Background: an optimization exercise with open tools, aiming at a short achievable clock period and few clock cycles. Do not read the settings as production practice. In this exercise RTL edits were held to simulation tests only and were not proved equivalent to the original. No driver is modelled on the clock port, so clock power and skew are understated where the tree is cut down; a real chip needs a root buffer or a tree. No activity file was given, so power comes from the tool's default toggle rates.

// ARM
module ARM (
  input clk, rst,
  output [31:0] imem_addr,
  input [31:0] imem_rdata,
  output [31:0] dmem_addr, dmem_wdata,
  output dmem_we, dmem_re,
  input [31:0] dmem_rdata
);
  function cond_ok(input [3:0] cond, input n, input z, input c, input v);
    case (cond)
      4'b0000: cond_ok = z;
      4'b0001: cond_ok = !z;
      4'b0010: cond_ok = c;
      4'b0011: cond_ok = !c;
      4'b0100: cond_ok = n;
      4'b0101: cond_ok = !n;
      4'b0110: cond_ok = v;
      4'b0111: cond_ok = !v;
      4'b1000: cond_ok = c & !z;
      4'b1001: cond_ok = !c & z;
      4'b1010: cond_ok = (n == v);
      4'b1011: cond_ok = (n != v);
      4'b1100: cond_ok = !z & (n == v);
      4'b1101: cond_ok = z | (n != v);
      4'b1110: cond_ok = 1'b1;
      default: cond_ok = 1'b0;
    endcase
  endfunction
  reg [29:0] pc;                  
  reg [31:0] ir, ir_hold;
  reg        use_hold;
  reg [29:0] id_pc, id_pc4;       
  reg        id_valid;
  reg        btb_v;
  reg [29:0] btb_tag, btb_tgt;
  reg [3:0]  btb_cond;
  reg        fN, fZ, fC, fV;
  reg        ex_wb, ex_S, ex_ld, ex_st;
  reg [3:0]  ex_cond, ex_rd;
  reg [31:0] ex_a, ex_m, ex_b;
  reg        ex_bm;               
  ...
Size in the first run: ~5400 cells after synthesis.
==> flow/config.mk <==
export PLATFORM = sky130hd
export DESIGN_NAME = ARM
export DESIGN_NICKNAME = ARM
export VERILOG_FILES = /design/flow/design.v
export SDC_FILE = /design/flow/constraint.sdc
export NUM_CORES = 4
export LEC_CHECK = 0
export ABC_CLOCK_PERIOD_IN_PS = 3000
export CAP_MARGIN = 20
export CORE_MARGIN = 2
export CORE_UTILIZATION = 50
export SLEW_MARGIN = 20
==> flow/constraint.sdc <==
create_clock -name core_clock -period 33.0 [get_ports {clk}]
set_input_delay 6.6000 -clock core_clock [delete_from_list [all_inputs] [get_ports {clk}]]
set_output_delay 6.6000 -clock core_clock [all_outputs]
set_load 0.01 [all_outputs]
standard.sh (not shown) runs the stock make flow with config.mk's settings and CLKGATE_MAP_FILE= SYNTH_SCRIPT=/design/flow/synth_recipe.tcl, a recipe that flattens the netlist after the stock synthesis.
==> flow/flow/run.sh <==
#!/bin/bash
# Standard ORFS layout, with two changes in how it is made (the clock period
# and constraints stay the design's):
#  - the timing repair steps aim for a large setup slack (flow/margin.txt);
#  - the clock tree is a balanced two-level tree built by flow/cts_hook.tcl.
set -euo pipefail
MARGIN=$(cat flow/margin.txt)
HOOK=$PWD/flow/cts_hook.tcl
export PRE_CTS_TCL=$HOOK
bash standard.sh SETUP_SLACK_MARGIN=$MARGIN PRE_CTS_TCL=$HOOK finish > flow_make.log 2>&1
Other scripts of this flow, unchanged in this note and not shown: flow/flow/cts_hook.tcl, flow/flow/margin.txt
The starting point produced a clean layout.
Testbench counts at the start, summed over its fixed seeds: cycles 39,811.
Rerun with:
--- a/flow/design.v
+++ b/flow/design.v
@@ -18,26 +18,25 @@
       4'b0111: cond_ok = !v;
       4'b1000: cond_ok = c & !z;
       4'b1001: cond_ok = !c & z;
       4'b1010: cond_ok = (n == v);
       4'b1011: cond_ok = (n != v);
       4'b1100: cond_ok = !z & (n == v);
       4'b1101: cond_ok = z | (n != v);
       4'b1110: cond_ok = 1'b1;
       default: cond_ok = 1'b0;
     endcase
   endfunction
   reg [29:0] pc;                  
-  reg [31:0] ir, ir_hold;
-  reg        use_hold;
+  reg [31:0] ir;
   reg [29:0] id_pc, id_pc4;       
   reg        id_valid;
   reg        btb_v;
   reg [29:0] btb_tag, btb_tgt;
   reg [3:0]  btb_cond;
   reg        fN, fZ, fC, fV;
   reg        ex_wb, ex_S, ex_ld, ex_st;
   reg [3:0]  ex_cond, ex_rd;
   reg [31:0] ex_a, ex_m, ex_b;
   reg        ex_bm;               
   reg [3:0]  sa, sm;              
   reg        ex_arith, ex_sub, ex_c1, ex_cuse, ex_cinv;
@@ -66,25 +65,25 @@
   wire [31:0] kk = {A[30:0] | Bx[30:0], cin};
   wire z_arith = &(~(pp ^ kk));
   wire z_logic = ~|lres;
   wire nN = res[31];
   wire nZ = ex_arith ? z_arith : z_logic;
   wire nC = ex_arith & (sum[32] ^ ex_sub);
   wire nV = ex_arith & ((A[31] & Bx[31] & !sum[31]) | (!A[31] & !Bx[31] & sum[31]));
   wire setf = ex_S & cp;
   wire fN_n = setf ? nN : fN;
   wire fZ_n = setf ? nZ : fZ;
   wire fC_n = setf ? nC : fC;
   wire fV_n = setf ? nV : fV;
-  wire [31:0] di = use_hold ? ir_hold : ir;
+  wire [31:0] di = ir;
   wire [1:0] mode = di[27:26];
   wire [3:0] opc = di[24:21];
   wire       is_br = (mode == 2'b10);
   wire       is_mem = (mode == 2'b01);
   wire       d_ld = is_mem & di[20];
   wire       d_st = is_mem & !di[20];
   wire       d_S = (mode == 2'b00) & di[20];
   wire       d_wb = !(opc == 4'b1010) & !(opc == 4'b1000) & !is_br & !d_st;
   wire       d_useimm = is_mem | di[25];
   wire [3:0] rn = di[19:16];
   wire [3:0] rd = di[15:12];
   wire [3:0] s2 = d_st ? rd : di[3:0];
@@ -127,69 +126,66 @@
   wire        zp_ok = id_valid & d_S & (di[31:28] == 4'b1110) & di[25] & o_sub &
                       !hE_a & !hM_a;
   wire        zp = (rn_val == d_imm);
   wire        zp_nt = zp_ok & (((btb_cond == 4'b0001) & zp) | ((btb_cond == 4'b0000) & !zp));
   wire        pred = btb_v & (pc == btb_tag) & !zp_nt;
   wire [29:0] pc_seq = pred ? btb_tgt : pc + 30'd1;
   wire        eq_t = (pc == br_target);
   wire        eq_n = (pc == id_pc4);
   wire [29:0] pc_nt = eq_n ? pc_seq : id_pc4;
   wire [29:0] pc_t  = eq_t ? pc_seq : br_target;
   wire        ok_nt = !id_valid | eq_n;
   wire go = id_valid & !is_br & !stall;
-  wire [29:0] pc_next = (stall | rst) ? pc :
+  wire [29:0] pc_next = stall ? pc :
                         br_taken ? pc_t :
                         id_valid ? pc_nt : pc_seq;
   always @(posedge clk or posedge rst) begin
     if (rst) begin
       pc <= 30'd0;
       id_valid <= 1'b0;
-      use_hold <= 1'b0;
       btb_v <= 1'b0;
       {fN, fZ, fC, fV} <= 4'b0;
       {ex_wb, ex_S, ex_ld, ex_st} <= 4'b0;
       {mem_wb, mem_re} <= 2'b0;
       wb_wb <= 1'b0;
     end else begin
-      use_hold <= stall;
       pc <= pc_next;
       if (stall) begin
       end else if (br_taken) begin
         id_valid <= eq_t;
         if (!eq_t) btb_v <= 1'b1;
       end else begin
         id_valid <= ok_nt;
       end
       {fN, fZ, fC, fV} <= {fN_n, fZ_n, fC_n, fV_n};
       ex_wb <= go & d_wb;
       ex_S  <= go & d_S;
       ex_ld <= go & d_ld;
       ex_st <= go & d_st;
       mem_wb <= ex_w;
       mem_re <= ex_ld & cp;
       wb_wb <= mem_wb;
     end
   end
   reg [29:0] o_ia;
   reg [31:0] o_da;
   reg        o_re;
   always @(posedge clk) begin
-    o_ia <= pc_next;
+    o_ia <= rst ? 30'd0 : pc_next;    
     o_da <= (ex_ld | ex_st) ? res : 32'd0;
     o_re <= !rst & ex_ld & cp;
     mem_we <= !rst & ex_st & cp;
   end
   always @(posedge clk) begin
-    ir <= imem_rdata;
-    if (stall) ir_hold <= di;
+    if (!stall) ir <= imem_rdata;
     if (!stall) begin
       id_pc <= pc;
       id_pc4 <= pc + 30'd1;
     end
     if (!stall && br_taken && !eq_t) begin
       btb_tag <= id_pc;
       btb_tgt <= br_target;
       btb_cond <= di[31:28];
     end
     ex_cond <= di[31:28];
     ex_rd <= rd;
     ex_a <= rn_val;
=> Power fell by 0.89%; global-route usage fell by 2.4 points; combinational power barely changes; synthesized area fell by 2.7%; utilization shrinks by 0.79 points; die area came out lower by 2.6%; setup slack got worse by 10 ps; routed wire length came out lower by 10%; design area came out lower by 4.3%; via count went down by 8.6%; sequential cell count went down by 29; hold slack is worse by 23 ps; first-iteration DRC count went down by 7.4%.
Testbench counts after the change, summed over its fixed seeds: cycles 39,811.
No run of this note takes its clock network from TritonCTS; it comes from the design's own scripts or RTL.

==> static timing again, ports no longer ideal <==
In the flow no input, the clock included, has a driving cell. The finished layouts below were timed again as built, in two steps. Step 1 (the two cells are an assumption about what drives the block):
set clk [get_ports {clk}]
set_driving_cell -lib_cell sky130_fd_sc_hd__clkbuf_16 $clk
set_driving_cell -lib_cell sky130_fd_sc_hd__buf_2 [delete_from_list [all_inputs] $clk]
Step 2 moves the port delays by t, midway between the first and last clock arrival at a register: inputs arrive t later, outputs are due t later. That takes back most of the time a late clock gives input paths. a / b / c = ideal / step 1 / step 2; a / b = the first two.
| run | t (ns) | slack for setup (ns) | hold slack, ns | worst setup path at the end | pins driven straight from the clock port |
|---|---|---|---|---|---|
| the first run | 0.653 | 25.459 / 25.291 / 25.238 | 0.386 / 0.386 / 0.386 | input to register | 4 |
| the second run | 0.635 | 25.449 / 25.288 / 25.390 | 0.363 / 0.364 / 0.364 | input to register | 4 |
After both steps setup and hold are still met in every run listed. For the first run, which loses most, drivers alone change the setup slack by -0.168 ns; drivers and shift together by -0.221 ns.
